Context: an optimization exercise on an open-source flow, tuned for small area. The choices shown serve that exercise and are no tape-out recipe.
Function was checked by simulation only, so behaviour that the tests miss may differ from the original.
Power and IR drop assume default switching activity.

==> flow/design.v <==
module fir_stage1 (
    input  wire                   clk,       
    input  wire                   rst_n,
    input  wire                   en,        
    input  wire signed [15:0]    data_in, 
    output reg  signed [15:0]    data_out   
);
reg signed [15:0] shift_reg [0:101];
integer i;
always @(posedge clk or negedge rst_n) begin
    if (!rst_n) begin
        for (i=0; i<102; i=i+1) shift_reg[i] <= 0;
    end else if (en) begin   
        shift_reg[0] <= data_in;
        for (i=1; i<102; i=i+1) shift_reg[i] <= shift_reg[i-1];
    end
end
wire signed [16:0] pre_sum_0 = shift_reg[0] + shift_reg[101];
wire signed [16:0] pre_sum_1 = shift_reg[1] + shift_reg[100];
wire signed [16:0] pre_sum_2 = shift_reg[2] + shift_reg[99];
wire signed [16:0] pre_sum_3 = shift_reg[3] + shift_reg[98];
wire signed [16:0] pre_sum_4 = shift_reg[4] + shift_reg[97];
wire signed [16:0] pre_sum_5 = shift_reg[5] + shift_reg[96];
wire signed [16:0] pre_sum_6 = shift_reg[6] + shift_reg[95];
wire signed [16:0] pre_sum_7 = shift_reg[7] + shift_reg[94];
wire signed [16:0] pre_sum_8 = shift_reg[8] + shift_reg[93];
wire signed [16:0] pre_sum_9 = shift_reg[9] + shift_reg[92];
wire signed [16:0] pre_sum_10 = shift_reg[10] + shift_reg[91];
wire signed [16:0] pre_sum_11 = shift_reg[11] + shift_reg[90];
wire signed [16:0] pre_sum_12 = shift_reg[12] + shift_reg[89];
wire signed [16:0] pre_sum_13 = shift_reg[13] + shift_reg[88];
wire signed [16:0] pre_sum_14 = shift_reg[14] + shift_reg[87];
wire signed [16:0] pre_sum_15 = shift_reg[15] + shift_reg[86];
wire signed [16:0] pre_sum_16 = shift_reg[16] + shift_reg[85];
wire signed [16:0] pre_sum_17 = shift_reg[17] + shift_reg[84];
wire signed [16:0] pre_sum_18 = shift_reg[18] + shift_reg[83];
wire signed [16:0] pre_sum_19 = shift_reg[19] + shift_reg[82];
wire signed [16:0] pre_sum_20 = shift_reg[20] + shift_reg[81];
wire signed [16:0] pre_sum_21 = shift_reg[21] + shift_reg[80];
wire signed [16:0] pre_sum_22 = shift_reg[22] + shift_reg[79];
wire signed [16:0] pre_sum_23 = shift_reg[23] + shift_reg[78];
wire signed [16:0] pre_sum_24 = shift_reg[24] + shift_reg[77];
wire signed [16:0] pre_sum_25 = shift_reg[25] + shift_reg[76];
wire signed [16:0] pre_sum_26 = shift_reg[26] + shift_reg[75];
wire signed [16:0] pre_sum_27 = shift_reg[27] + shift_reg[74];
wire signed [16:0] pre_sum_28 = shift_reg[28] + shift_reg[73];
wire signed [16:0] pre_sum_29 = shift_reg[29] + shift_reg[72];
wire signed [16:0] pre_sum_30 = shift_reg[30] + shift_reg[71];
wire signed [16:0] pre_sum_31 = shift_reg[31] + shift_reg[70];
wire signed [16:0] pre_sum_32 = shift_reg[32] + shift_reg[69];
wire signed [16:0] pre_sum_33 = shift_reg[33] + shift_reg[68];
wire signed [16:0] pre_sum_34 = shift_reg[34] + shift_reg[67];
wire signed [16:0] pre_sum_35 = shift_reg[35] + shift_reg[66];
wire signed [16:0] pre_sum_36 = shift_reg[36] + shift_reg[65];
wire signed [16:0] pre_sum_37 = shift_reg[37] + shift_reg[64];
wire signed [16:0] pre_sum_38 = shift_reg[38] + shift_reg[63];
wire signed [16:0] pre_sum_39 = shift_reg[39] + shift_reg[62];
wire signed [16:0] pre_sum_40 = shift_reg[40] + shift_reg[61];
wire signed [16:0] pre_sum_41 = shift_reg[41] + shift_reg[60];
wire signed [16:0] pre_sum_42 = shift_reg[42] + shift_reg[59];
wire signed [16:0] pre_sum_43 = shift_reg[43] + shift_reg[58];
wire signed [16:0] pre_sum_44 = shift_reg[44] + shift_reg[57];
wire signed [16:0] pre_sum_45 = shift_reg[45] + shift_reg[56];
wire signed [16:0] pre_sum_46 = shift_reg[46] + shift_reg[55];
wire signed [16:0] pre_sum_47 = shift_reg[47] + shift_reg[54];
wire signed [16:0] pre_sum_48 = shift_reg[48] + shift_reg[53];
wire signed [16:0] pre_sum_49 = shift_reg[49] + shift_reg[52];
wire signed [16:0] pre_sum_50 = shift_reg[50] + shift_reg[51];
wire signed [34:0] prod_0 = -pre_sum_0;
wire signed [34:0] prod_1 = pre_sum_1;
wire signed [34:0] prod_2 = (pre_sum_2 << 2) - pre_sum_2;
wire signed [34:0] prod_3 = -(pre_sum_3 << 2) + pre_sum_3;
wire signed [34:0] prod_4 = -(pre_sum_4 << 2) - pre_sum_4;
wire signed [34:0] prod_5 = (pre_sum_5 << 3) - (pre_sum_5 << 1);
wire signed [34:0] prod_6 = (pre_sum_6 << 3) + (pre_sum_6 << 1);
wire signed [34:0] prod_7 = -(pre_sum_7 << 4) + (pre_sum_7 << 2) + pre_sum_7;
wire signed [34:0] prod_8 = -(pre_sum_8 << 4) - pre_sum_8;
wire signed [34:0] prod_9 = (pre_sum_9 << 4) + (pre_sum_9 << 2) - pre_sum_9;
wire signed [34:0] prod_10 = (pre_sum_10 << 5) - (pre_sum_10 << 2);
wire signed [34:0] prod_11 = -(pre_sum_11 << 5) + (pre_sum_11 << 1);
wire signed [34:0] prod_12 = -(pre_sum_12 << 6) + (pre_sum_12 << 4) + (pre_sum_12 << 2) + pre_sum_12;
wire signed [34:0] prod_13 = (pre_sum_13 << 6) - (pre_sum_13 << 4) - pre_sum_13;
wire signed [34:0] prod_14 = (pre_sum_14 << 6);
wire signed [34:0] prod_15 = -(pre_sum_15 << 6) - (pre_sum_15 << 2) - pre_sum_15;
wire signed [34:0] prod_16 = -(pre_sum_16 << 7) + (pre_sum_16 << 5) + (pre_sum_16 << 2) - pre_sum_16;
wire signed [34:0] prod_17 = (pre_sum_17 << 7) - (pre_sum_17 << 5) + (pre_sum_17 << 2);
wire signed [34:0] prod_18 = (pre_sum_18 << 7) + (pre_sum_18 << 2) - pre_sum_18;
wire signed [34:0] prod_19 = -(pre_sum_19 << 7) - (pre_sum_19 << 4) + (pre_sum_19 << 2) - pre_sum_19;
wire signed [34:0] prod_20 = -(pre_sum_20 << 8) + (pre_sum_20 << 6) + (pre_sum_20 << 4) - (pre_sum_20 << 2) - pre_sum_20;
wire signed [34:0] prod_21 = (pre_sum_21 << 8) - (pre_sum_21 << 6) + (pre_sum_21 << 1);
wire signed [34:0] prod_22 = (pre_sum_22 << 8) - (pre_sum_22 << 4) + (pre_sum_22 << 2);
wire signed [34:0] prod_23 = -(pre_sum_23 << 8) - (pre_sum_23 << 3) + (pre_sum_23 << 1);
wire signed [34:0] prod_24 = -(pre_sum_24 << 8) - (pre_sum_24 << 6) - (pre_sum_24 << 2) - pre_sum_24;
wire signed [34:0] prod_25 = (pre_sum_25 << 9) - (pre_sum_25 << 7) - (pre_sum_25 << 5) - (pre_sum_25 << 2);
wire signed [34:0] prod_26 = (pre_sum_26 << 9) - (pre_sum_26 << 7) + (pre_sum_26 << 5) + (pre_sum_26 << 3) + (pre_sum_26 << 1);
wire signed [34:0] prod_27 = -(pre_sum_27 << 9) + (pre_sum_27 << 6) - (pre_sum_27 << 3);
wire signed [34:0] prod_28 = -(pre_sum_28 << 9) - (pre_sum_28 << 5) - (pre_sum_28 << 3);
wire signed [34:0] prod_29 = (pre_sum_29 << 9) + (pre_sum_29 << 6) + (pre_sum_29 << 4) - pre_sum_29;
wire signed [34:0] prod_30 = (pre_sum_30 << 10) - (pre_sum_30 << 8) - (pre_sum_30 << 6) + (pre_sum_30 << 2) - pre_sum_30;
wire signed [34:0] prod_31 = -(pre_sum_31 << 10) + (pre_sum_31 << 8) + (pre_sum_31 << 3);
wire signed [34:0] prod_32 = -(pre_sum_32 << 10) + (pre_sum_32 << 7) - (pre_sum_32 << 2);
wire signed [34:0] prod_33 = (pre_sum_33 << 10) - (pre_sum_33 << 6) + (pre_sum_33 << 3) + pre_sum_33;
wire signed [34:0] prod_34 = (pre_sum_34 << 10) + (pre_sum_34 << 7) - (pre_sum_34 << 4) + (pre_sum_34 << 2);
wire signed [34:0] prod_35 = -(pre_sum_35 << 10) - (pre_sum_35 << 8) + (pre_sum_35 << 6) - (pre_sum_35 << 4) - (pre_sum_35 << 1);
wire signed [34:0] prod_36 = -(pre_sum_36 << 11) + (pre_sum_36 << 9) + (pre_sum_36 << 7) - (pre_sum_36 << 5) - (pre_sum_36 << 2) + pre_sum_36;
wire signed [34:0] prod_37 = (pre_sum_37 << 11) - (pre_sum_37 << 9) + (pre_sum_37 << 5) + (pre_sum_37 << 2);
wire signed [34:0] prod_38 = (pre_sum_38 << 11) - (pre_sum_38 << 8) + (pre_sum_38 << 6) - (pre_sum_38 << 4) - (pre_sum_38 << 2) - pre_sum_38;
wire signed [34:0] prod_39 = -(pre_sum_39 << 11) + (pre_sum_39 << 5) - (pre_sum_39 << 1);
wire signed [34:0] prod_40 = -(pre_sum_40 << 11) - (pre_sum_40 << 8) - (pre_sum_40 << 6) + (pre_sum_40 << 3) + pre_sum_40;
wire signed [34:0] prod_41 = (pre_sum_41 << 11) + (pre_sum_41 << 9) + (pre_sum_41 << 6) + (pre_sum_41 << 3) + pre_sum_41;
wire signed [34:0] prod_42 = (pre_sum_42 << 12) - (pre_sum_42 << 10) + (pre_sum_42 << 5) - (pre_sum_42 << 1);
wire signed [34:0] prod_43 = -(pre_sum_43 << 12) + (pre_sum_43 << 9) + (pre_sum_43 << 5) + (pre_sum_43 << 3) + pre_sum_43;
wire signed [34:0] prod_44 = -(pre_sum_44 << 12) - (pre_sum_44 << 7) - (pre_sum_44 << 5) - (pre_sum_44 << 2) + pre_sum_44;
wire signed [34:0] prod_45 = (pre_sum_45 << 12) + (pre_sum_45 << 10) - (pre_sum_45 << 6) + (pre_sum_45 << 3) - (pre_sum_45 << 1);
wire signed [34:0] prod_46 = (pre_sum_46 << 13) - (pre_sum_46 << 11) + (pre_sum_46 << 8) - (pre_sum_46 << 5) + (pre_sum_46 << 1);
wire signed [34:0] prod_47 = -(pre_sum_47 << 13) - (pre_sum_47 << 5) + (pre_sum_47 << 2) - pre_sum_47;
wire signed [34:0] prod_48 = -(pre_sum_48 << 14) + (pre_sum_48 << 12) + (pre_sum_48 << 9) + (pre_sum_48 << 6);
wire signed [34:0] prod_49 = (pre_sum_49 << 14) + (pre_sum_49 << 12) - (pre_sum_49 << 10) + (pre_sum_49 << 7) - (pre_sum_49 << 5) + (pre_sum_49 << 3) - (pre_sum_49 << 1);
wire signed [34:0] prod_50 = (pre_sum_50 << 16) - (pre_sum_50 << 13) + (pre_sum_50 << 11) - (pre_sum_50 << 9) + (pre_sum_50 << 7) + (pre_sum_50 << 2) + pre_sum_50;
wire signed [34:0] full_sum = 
    prod_0 + prod_1 + prod_2 + prod_3 + prod_4 + prod_5 + prod_6 + prod_7 + prod_8 + prod_9 + 
    prod_10 + prod_11 + prod_12 + prod_13 + prod_14 + prod_15 + prod_16 + prod_17 + prod_18 + prod_19 + 
    prod_20 + prod_21 + prod_22 + prod_23 + prod_24 + prod_25 + prod_26 + prod_27 + prod_28 + prod_29 + 
    prod_30 + prod_31 + prod_32 + prod_33 + prod_34 + prod_35 + prod_36 + prod_37 + prod_38 + prod_39 + 
    prod_40 + prod_41 + prod_42 + prod_43 + prod_44 + prod_45 + prod_46 + prod_47 + prod_48 + prod_49 + 
    prod_50;
always @(posedge clk or negedge rst_n) begin
    if (!rst_n) begin
        data_out <= 16'd0;
    end else if (en) begin
        data_out <= (full_sum + (1 << 16)) >>> 16;
    end
end
endmodule
module fir_stage2 (
    input  wire                   clk,       
    input  wire                   rst_n,
    input  wire                   en,        
    input  wire signed [15:0]    data_in, 
    output reg  signed [15:0]    data_out   
);
reg signed [15:0] shift_reg [0:41];
integer i;
always @(posedge clk or negedge rst_n) begin
    if (!rst_n) begin
        for (i=0; i<42; i=i+1) shift_reg[i] <= 0;
    end else if (en) begin
        shift_reg[0] <= data_in;
        for (i=1; i<42; i=i+1) shift_reg[i] <= shift_reg[i-1];
    end
end
wire signed [16:0] pre_sum_0 = shift_reg[0] + shift_reg[41];
wire signed [16:0] pre_sum_1 = shift_reg[1] + shift_reg[40];
wire signed [16:0] pre_sum_2 = shift_reg[2] + shift_reg[39];
wire signed [16:0] pre_sum_3 = shift_reg[3] + shift_reg[38];
wire signed [16:0] pre_sum_4 = shift_reg[4] + shift_reg[37];
wire signed [16:0] pre_sum_5 = shift_reg[5] + shift_reg[36];
wire signed [16:0] pre_sum_6 = shift_reg[6] + shift_reg[35];
wire signed [16:0] pre_sum_7 = shift_reg[7] + shift_reg[34];
wire signed [16:0] pre_sum_8 = shift_reg[8] + shift_reg[33];
wire signed [16:0] pre_sum_9 = shift_reg[9] + shift_reg[32];
wire signed [16:0] pre_sum_10 = shift_reg[10] + shift_reg[31];
wire signed [16:0] pre_sum_11 = shift_reg[11] + shift_reg[30];
wire signed [16:0] pre_sum_12 = shift_reg[12] + shift_reg[29];
wire signed [16:0] pre_sum_13 = shift_reg[13] + shift_reg[28];
wire signed [16:0] pre_sum_14 = shift_reg[14] + shift_reg[27];
wire signed [16:0] pre_sum_15 = shift_reg[15] + shift_reg[26];
wire signed [16:0] pre_sum_16 = shift_reg[16] + shift_reg[25];
wire signed [16:0] pre_sum_17 = shift_reg[17] + shift_reg[24];
wire signed [16:0] pre_sum_18 = shift_reg[18] + shift_reg[23];
wire signed [16:0] pre_sum_19 = shift_reg[19] + shift_reg[22];
wire signed [16:0] pre_sum_20 = shift_reg[20] + shift_reg[21];
wire signed [34:0] prod_0 = (pre_sum_0 << 2);
wire signed [34:0] prod_1 = (pre_sum_1 << 5) - (pre_sum_1 << 3) - pre_sum_1;
wire signed [34:0] prod_2 = (pre_sum_2 << 6) - (pre_sum_2 << 4) + pre_sum_2;
wire signed [34:0] prod_3 = (pre_sum_3 << 6) - (pre_sum_3 << 3);
wire signed [34:0] prod_4 = -(pre_sum_4 << 3);
wire signed [34:0] prod_5 = -(pre_sum_5 << 7) - (pre_sum_5 << 5) - (pre_sum_5 << 3) + (pre_sum_5 << 1);
wire signed [34:0] prod_6 = -(pre_sum_6 << 9) + (pre_sum_6 << 7) + (pre_sum_6 << 5) - (pre_sum_6 << 1);
wire signed [34:0] prod_7 = -(pre_sum_7 << 9) + (pre_sum_7 << 7) - (pre_sum_7 << 3) + (pre_sum_7 << 1);
wire signed [34:0] prod_8 = -(pre_sum_8 << 6) - (pre_sum_8 << 2) - pre_sum_8;
wire signed [34:0] prod_9 = (pre_sum_9 << 9) + (pre_sum_9 << 7) - (pre_sum_9 << 1);
wire signed [34:0] prod_10 = (pre_sum_10 << 11) - (pre_sum_10 << 9) - (pre_sum_10 << 7) - (pre_sum_10 << 3);
wire signed [34:0] prod_11 = (pre_sum_11 << 11) - (pre_sum_11 << 9) + (pre_sum_11 << 5) - (pre_sum_11 << 3);
wire signed [34:0] prod_12 = (pre_sum_12 << 9) - (pre_sum_12 << 3) - (pre_sum_12 << 1);
wire signed [34:0] prod_13 = -(pre_sum_13 << 11) + (pre_sum_13 << 8) + (pre_sum_13 << 4);
wire signed [34:0] prod_14 = -(pre_sum_14 << 12) - (pre_sum_14 << 7) - (pre_sum_14 << 5) + (pre_sum_14 << 3) - pre_sum_14;
wire signed [34:0] prod_15 = -(pre_sum_15 << 12) - (pre_sum_15 << 10) + (pre_sum_15 << 7) - (pre_sum_15 << 5) - (pre_sum_15 << 3);
wire signed [34:0] prod_16 = -(pre_sum_16 << 11) - (pre_sum_16 << 8) + (pre_sum_16 << 6) + (pre_sum_16 << 2) - pre_sum_16;
wire signed [34:0] prod_17 = (pre_sum_17 << 12) + (pre_sum_17 << 10) - (pre_sum_17 << 8) - (pre_sum_17 << 5) + (pre_sum_17 << 3) - pre_sum_17;
wire signed [34:0] prod_18 = (pre_sum_18 << 14) - (pre_sum_18 << 11) + (pre_sum_18 << 9) + (pre_sum_18 << 6) - (pre_sum_18 << 4);
wire signed [34:0] prod_19 = (pre_sum_19 << 15) - (pre_sum_19 << 13) + (pre_sum_19 << 8) + pre_sum_19;
wire signed [34:0] prod_20 = (pre_sum_20 << 15) - (pre_sum_20 << 11) + (pre_sum_20 << 8) + (pre_sum_20 << 5) + (pre_sum_20 << 3) + pre_sum_20;
wire signed [34:0] full_sum = 
    prod_0 + prod_1 + prod_2 + prod_3 + prod_4 + prod_5 + prod_6 + prod_7 + prod_8 + prod_9 + 
    prod_10 + prod_11 + prod_12 + prod_13 + prod_14 + prod_15 + prod_16 + prod_17 + prod_18 + prod_19 + 
    prod_20;
always @(posedge clk or negedge rst_n) begin
    if (!rst_n) begin
        data_out <= 16'd0;
    end else if (en) begin
        data_out <= (full_sum + (1 << 16)) >>> 15;
    end
end
endmodule
module interpolation_top (
    input  wire                   clk,       
    input  wire                   rst_n,
    input  wire signed [15:0]    data_in,   
    output wire signed [15:0]    data_out   
);
    reg [6:0] cnt;
    always @(posedge clk or negedge rst_n) begin
        if (!rst_n) cnt <= 7'd0;
        else cnt <= cnt + 7'd1;
    end
    wire en_50k  = (cnt[5:0] == 6'd0);    
    wire en_200k = (cnt[3:0] == 4'd0);    
    reg signed [15:0] s1_input;
    always @(*) begin
        if (cnt == 7'd0)      s1_input = data_in;  
        else if (cnt == 7'd64) s1_input = 16'd0;    
        else                   s1_input = 16'd0;
    end
    wire signed [15:0] s1_out;
    fir_stage1 u_stage1 (
        .clk(clk),
        .rst_n(rst_n),
        .en(en_50k),
        .data_in(s1_input),
        .data_out(s1_out)
    );
    reg signed [15:0] s2_input;
    always @(*) begin
        if (cnt == 7'd0 || cnt == 7'd64) 
            s2_input = s1_out;
        else if (cnt[3:0] == 4'd0)       
            s2_input = 16'd0;  
        else                             
            s2_input = 16'd0;
    end
    wire signed [15:0] s2_out;
    fir_stage2 u_stage2 (
        .clk(clk),
        .rst_n(rst_n),
        .en(en_200k),
        .data_in(s2_input),
        .data_out(s2_out)
    );
    reg signed [15:0] s3_hold;
    always @(posedge clk or negedge rst_n) begin
        if (!rst_n) s3_hold <= 16'd0;
        else if (en_200k) s3_hold <= s2_out;  
    end
    assign data_out = s3_hold;
endmodule
`timescale 1ns / 1ps
module sdm_cifb_3rd_4bit(
    input  wire        clk,         
    input  wire        rst_n,      
    input  wire signed [15:0] din_16,  
    output wire signed [3:0]  dout     
    );
    wire signed [31:0] din = {{7{din_16[15]}}, din_16, 9'd0}; 
    reg signed [31:0] int1, int2, int3;
    wire signed [31:0] v_fb;
    assign v_fb = {{7{dout[3]}}, dout, 21'd0}; 
    wire signed [31:0] term_a1_din = (din >>> 7)  + (din >>> 9)  + (din >>> 11);
    wire signed [31:0] term_a1_fb  = (v_fb >>> 7) + (v_fb >>> 9) + (v_fb >>> 11);
    wire signed [31:0] term_a2 = (v_fb >>> 5) - (v_fb >>> 7) + (v_fb >>> 11);
    wire signed [31:0] term_c1 = (int1 >>> 1) - (int1 >>> 3) + (int1 >>> 6) + (int1 >>> 7) - (int1 >>> 10);
    wire signed [31:0] term_c2 = int2 - (int2 >>> 2) + (int2 >>> 4) - (int2 >>> 7);
    wire signed [31:0] term_g1 = (int3 >>> 11) + (int3 >>> 17);
    wire signed [31:0] term_a3 = (v_fb >>> 4) - (v_fb >>> 6);
    wire signed [31:0] term_c3 = (int3 << 4) + (int3 << 2) - (int3 >>> 2);
    wire signed [31:0] sum_int1 = term_a1_din - term_a1_fb;
    wire signed [31:0] sum_int2 = term_c1 - term_a2 - term_g1;
    wire signed [31:0] sum_int3 = term_c2 - term_a3;
    always @(posedge clk or negedge rst_n) begin
        if (!rst_n) begin
            int1 <= 32'd0; int2 <= 32'd0; int3 <= 32'd0;
        end else begin
            int1 <= int1 + sum_int1;
            int2 <= int2 + sum_int2;
            int3 <= int3 + sum_int3;
        end
    end
    wire signed [31:0] quantizer_in = term_c3;
    wire signed [7:0]  int_part = quantizer_in[28:21];
    assign dout = (int_part > 8'sd7)  ? 4'sd7 :
                  (int_part < -8'sd8) ? -4'sd8 :
                  int_part[3:0];
endmodule
`timescale 1ns / 1ps
module system_top (
    input  wire               clk,      
    input  wire               rst_n,    
    input  wire signed [15:0] data_in,  
    output wire signed [3:0]  sdm_out    
);
    wire signed [15:0] interp_to_sdm; 
    interpolation_top u_interp_filter (
        .clk        (clk),
        .rst_n      (rst_n),
        .data_in    (data_in),      
        .data_out   (interp_to_sdm) 
    );
    sdm_cifb_3rd_4bit u_sdm_core (
        .clk        (clk),
        .rst_n      (rst_n),
        .din_16     (interp_to_sdm), 
        .dout       (sdm_out)        
    );
endmodule
==> flow/run.sh <==
#!/bin/bash
# synth_recipe.tcl (not shown) runs the flow's synth.tcl, then flattens the netlist and writes it again
# the make line also repeats each setting of config.mk as NAME=value (left out here)
make -C /OpenROAD-flow-scripts/flow DESIGN_CONFIG=/design/flow/config.mk WORK_HOME=/design/flow/orfs CLKGATE_MAP_FILE= SYNTH_SCRIPT=/design/flow/synth_recipe.tcl finish
==> flow/config.mk <==
export PLATFORM = sky130hd
export DESIGN_NAME = system_top
export DESIGN_NICKNAME = system_top
export VERILOG_FILES = /design/flow/design.v
export SDC_FILE = /design/flow/constraint.sdc
export NUM_CORES = 4
export LEC_CHECK = 0
export CAP_MARGIN = 20
export CORE_MARGIN = 2
export CORE_UTILIZATION = 40
export PLACE_DENSITY = 0.6
export SLEW_MARGIN = 20
==> flow/constraint.sdc <==
create_clock -name core_clock -period 20.0 [get_ports {clk}]
set_input_delay 4.0000 -clock core_clock [delete_from_list [all_inputs] [get_ports {clk}]]
set_output_delay 4.0000 -clock core_clock [all_outputs]
set_load 0.01 [all_outputs]
==> flow_summary.ini <==
[synthesis]
synth_top_area_cell = fa_1
postSynthAreaPerCell_um2 = 9.65
synthCells = 29700
synth-seq-cells = 2455
synth_enable_flop_cells = 0
synth_area_leaders = fa_1 (39%), dfrtp_1 (21%), nand2_1 (9.3%)
synth-main-ff-cell = dfrtp_1
syn-cell-area_mm2 = 0.286
async_flop_share_pct = 100
yosysWarningCount = 6
syn-num-nets = 37200
synth_top_area_share_pct = 39.3
yosysSeqAreaShare_pct = 21.5
synthDistinctLibCells = 82

[clocking]
tritoncts = yes
clock-sinks = 2455
clkLatencyLatePin_ns = 1.10
cts_setup_buffers = 0
cts_hold_buffers = 0
clk_pin_slew_worst_paths_ns = 0.06
htreeDepth = 5
cts-root-buf = clkbuf_16
cts_resized = 0
numCtsBuffers = 315
clockBufferDepth = 4

[critical_path]
arrival_ns = 15.31
crit_type = register to register
end_kind = register
crit_fanout = 3
cp_top_family = adder cells
critPathRequiredTime_ns = 20.89
crit_buf_inv = 9
cp_slowest_cell = o41ai_1
startpoint_type = register
cp_slowest_stage_delay_ns = 0.79
cpMostUsedCell = fa_1

[timing]
fmax_ghz = 0.0693
finClkSkew_ns = 0.108
max_slew.worst_pin.slew_ns = 1.29
setup_viol = 0
min_period_ns = 14.42
slew_headroom_pct = 14.3
hold-worst-slack_ns = 0.470
rsz0062_at_grt = false
report.final.slew_viol_count = 0
setup_tns_ns = 0
finalCritPeriodShare_pct = 72.1
finalHoldViolations = 0

[drt]
wl_per_cell_um = 27.0
drtAntennaViolNets = 0
via_count = 204000
first_pass_iters = 6
wirelength_um = 1070000
via_per_inst = 5.15
drc = 0
drt_iter0_markers = 20600

[placement]
io_buffers = 21
hpwl_um = 921000
gp_congestion = 1.07

[status]
run_status = timing/DRC/antenna clean

[hold_path]
hold_class = register to register

[layout]
drive_above_1_share_pct = 3.93
largest_reg_flops = 1632
final_nets = 37400
synthToLayoutAreaGrowth_pct = 8.70

[global_routing]
grt_pass1_wl_um = 1540000
grt_start_max_net_pins = 216
antenna_found_initial = 29
grt_pass1_vias = 213000
grt_overflow = 0
grt_util_all_layers_pct = 29.8

[floorplanning]
core_area_mm2 = 0.713
die_area_mm2 = 0.723
fp.dieH_um = 850
initial_utilization_pct = 40.2
pin_count = 22
fp.dieW_um = 850
rows = 310

[power]
p_leak_nw = 166
total_power_w = 0.0127
power_density_mw_per_mm2 = 40.8
ir_worst_vdd_v = 0.000122

[run]
maxCapViolCount = 0
[cell type report]
type                       instances  area, um2
antenna                            7       17.5
clock buffer                     430       9040
clock inverter                   139       1690
fill                           69400     402000
inverter                        6921      26000
multi-input combinational      19700     198000
sequential                      2455      61400
tap                             9516      11900
timing repair buffer             415       3430
[through the flow]
step           area [um2]  std cells  utilization, %  setup slack (ns)
4_1_cts            311000      39600            43.6              5.76
6_report           311000      39600            43.7              5.58
2_1_floorplan      286000      29700               -              7.11
3_3_place_gp       300000      39000            42.1              5.74
3_5_place_dp       300000      39000            42.1              5.86
5_1_grt            311000      39600            43.7              5.11
[cells in the mapped netlist, types with 18 or more instances]
library cell,number
o211ai_1,46
o2111ai_1,36
dfrtp_1,2455
nand3b_1,23
xnor2_1,861
xor2_1,317
o41ai_1,44
o21bai_1,242
o21ai_0,509
a31oi_1,35
fa_1,5625
and3_1,69
o21ai_1,57
a21oi_1,671
nor2b_1,108
or2_2,88
nand3_1,160
a21boi_0,76
o31a_1,27
nor3_1,246
nand2_1,7130
mux2i_1,30
or3_1,79
a21boi_1,21
ha_1,1935
a211oi_1,48
o21a_1,89
and2_1,32
nand4_1,28
inv_1,6920
clkbuf_1,532
a21o_1,203
nand2b_1,104
a22o_1,18
mux2_2,25
nor2_1,529
o31ai_1,28
[final timing paths]
check                                                          start  depth (start not counted)  slack (ns)                                         to
setup / recovery           u_interp_filter.u_stage1.shift_reg[12][0]                         46        5.58      u_interp_filter.u_stage1.data_out[15]
hold / removal                  u_interp_filter.u_stage2.data_out[1]                          2        0.47                 u_interp_filter.s3_hold[1]
setup reg to reg           u_interp_filter.u_stage1.shift_reg[12][0]                         46        5.58      u_interp_filter.u_stage1.data_out[15]
hold reg to reg                 u_interp_filter.u_stage2.data_out[1]                          2        0.47                 u_interp_filter.s3_hold[1]
max in group asynchronous                                      rst_n                          5       13.29                        u_sdm_core.int2[18]
min in group asynchronous                                      rst_n                          1        2.94  u_interp_filter.u_stage1.shift_reg[57][7]
[worst reg2reg max path: cells and delay by family, from the launching register on]
family / cells / cell delay, ns
xor+xnor: 1 / 0.14
buf+inv: 9 / 0.84
flops: 1 / 0.39
simple gates: 4 / 0.87
fa+ha+maj: 15 / 6.99
compound gates: 17 / 5.05
[power by group]
group	internal [W]	leakage (nW)	switching, W	total [W]
registers	0.00497	34.1	0.00000585	0.00498
clock network	0.00349	5.26	0.00259	0.00608
logic	0.000536	127	0.00110	0.00164
total	0.00900	166	0.00369	0.0127
[per-layer routing]
metal / track usage [%] / part of all wire [%] / up-vias
li1: - / - / 88400
met3: 8.19 / 10 / 1478
met5: 0 / 0.014 / -
met1: 43.2 / 44 / 107000
met2: 43.7 / 43 / 7603
met4: 8.95 / 3.8 / 22
[kinds of logic (layout without fill, tap and decap cells)]
family                   after synthesis  in the layout  synth area share, %
flip-flops                          2455           2455                 21.5
buffers and inverters               7469           7905                 9.79
adder cells (fa/ha/maj)             7561           7561                 47.8
multiplexers                          55             55                0.203
other                                  0              7                    0
AO/OA/AOI/OAI                       2297           2297                 5.09
XOR/XNOR                            1180           1180                 3.62
AND/OR/NAND/NOR                     8644           8644                 12.1
[cells in the final DEF, fill, tap and decap left out, types with 89 or more instances in the layout]
cell type and instances:
o21ai_0 505, a21oi_1 671, nor2_1 526, nand2_1 7129, nand3_1 160, o21a_1 89
xnor2_1 785, dfrtp_1 2455, nor3_1 245, xor2_1 303, nor2b_1 108, buf_4 370
nand2b_1 104, fa_1 5624, inv_1 6920, ha_1 1935, o21bai_1 242, clkbuf_16 319
a21o_1 203

==> port drivers added, routing unchanged <==
Ports are ideal in the flow. The routed layout listed here was re-timed in OpenROAD. Step 1 (the two cells are an assumption about what drives the block):
set clk [get_ports {clk}]
set_driving_cell -lib_cell sky130_fd_sc_hd__clkbuf_16 $clk
set_driving_cell -lib_cell sky130_fd_sc_hd__buf_2 [delete_from_list [all_inputs] $clk]
Step 2 also shifts input and output timing later by t, the mid clock arrival at the registers, as if the neighbouring blocks saw the same clock. a / b / c = ideal ports / drivers / drivers and shift; a / b = the first two.
shift t [ns]: 1.179
slack for setup (ns): 5.578 / 5.578 / 5.578
worst hold slack (ns): 0.470 / 0.470 / 0.470
clock arrival spread, ns: 0.110 / 0.110
pins driven straight from the clock port: 1
After both steps setup and hold are still met in this run. For this run, drivers alone change the setup slack by 0.000 ns; drivers and shift together by 0.000 ns.
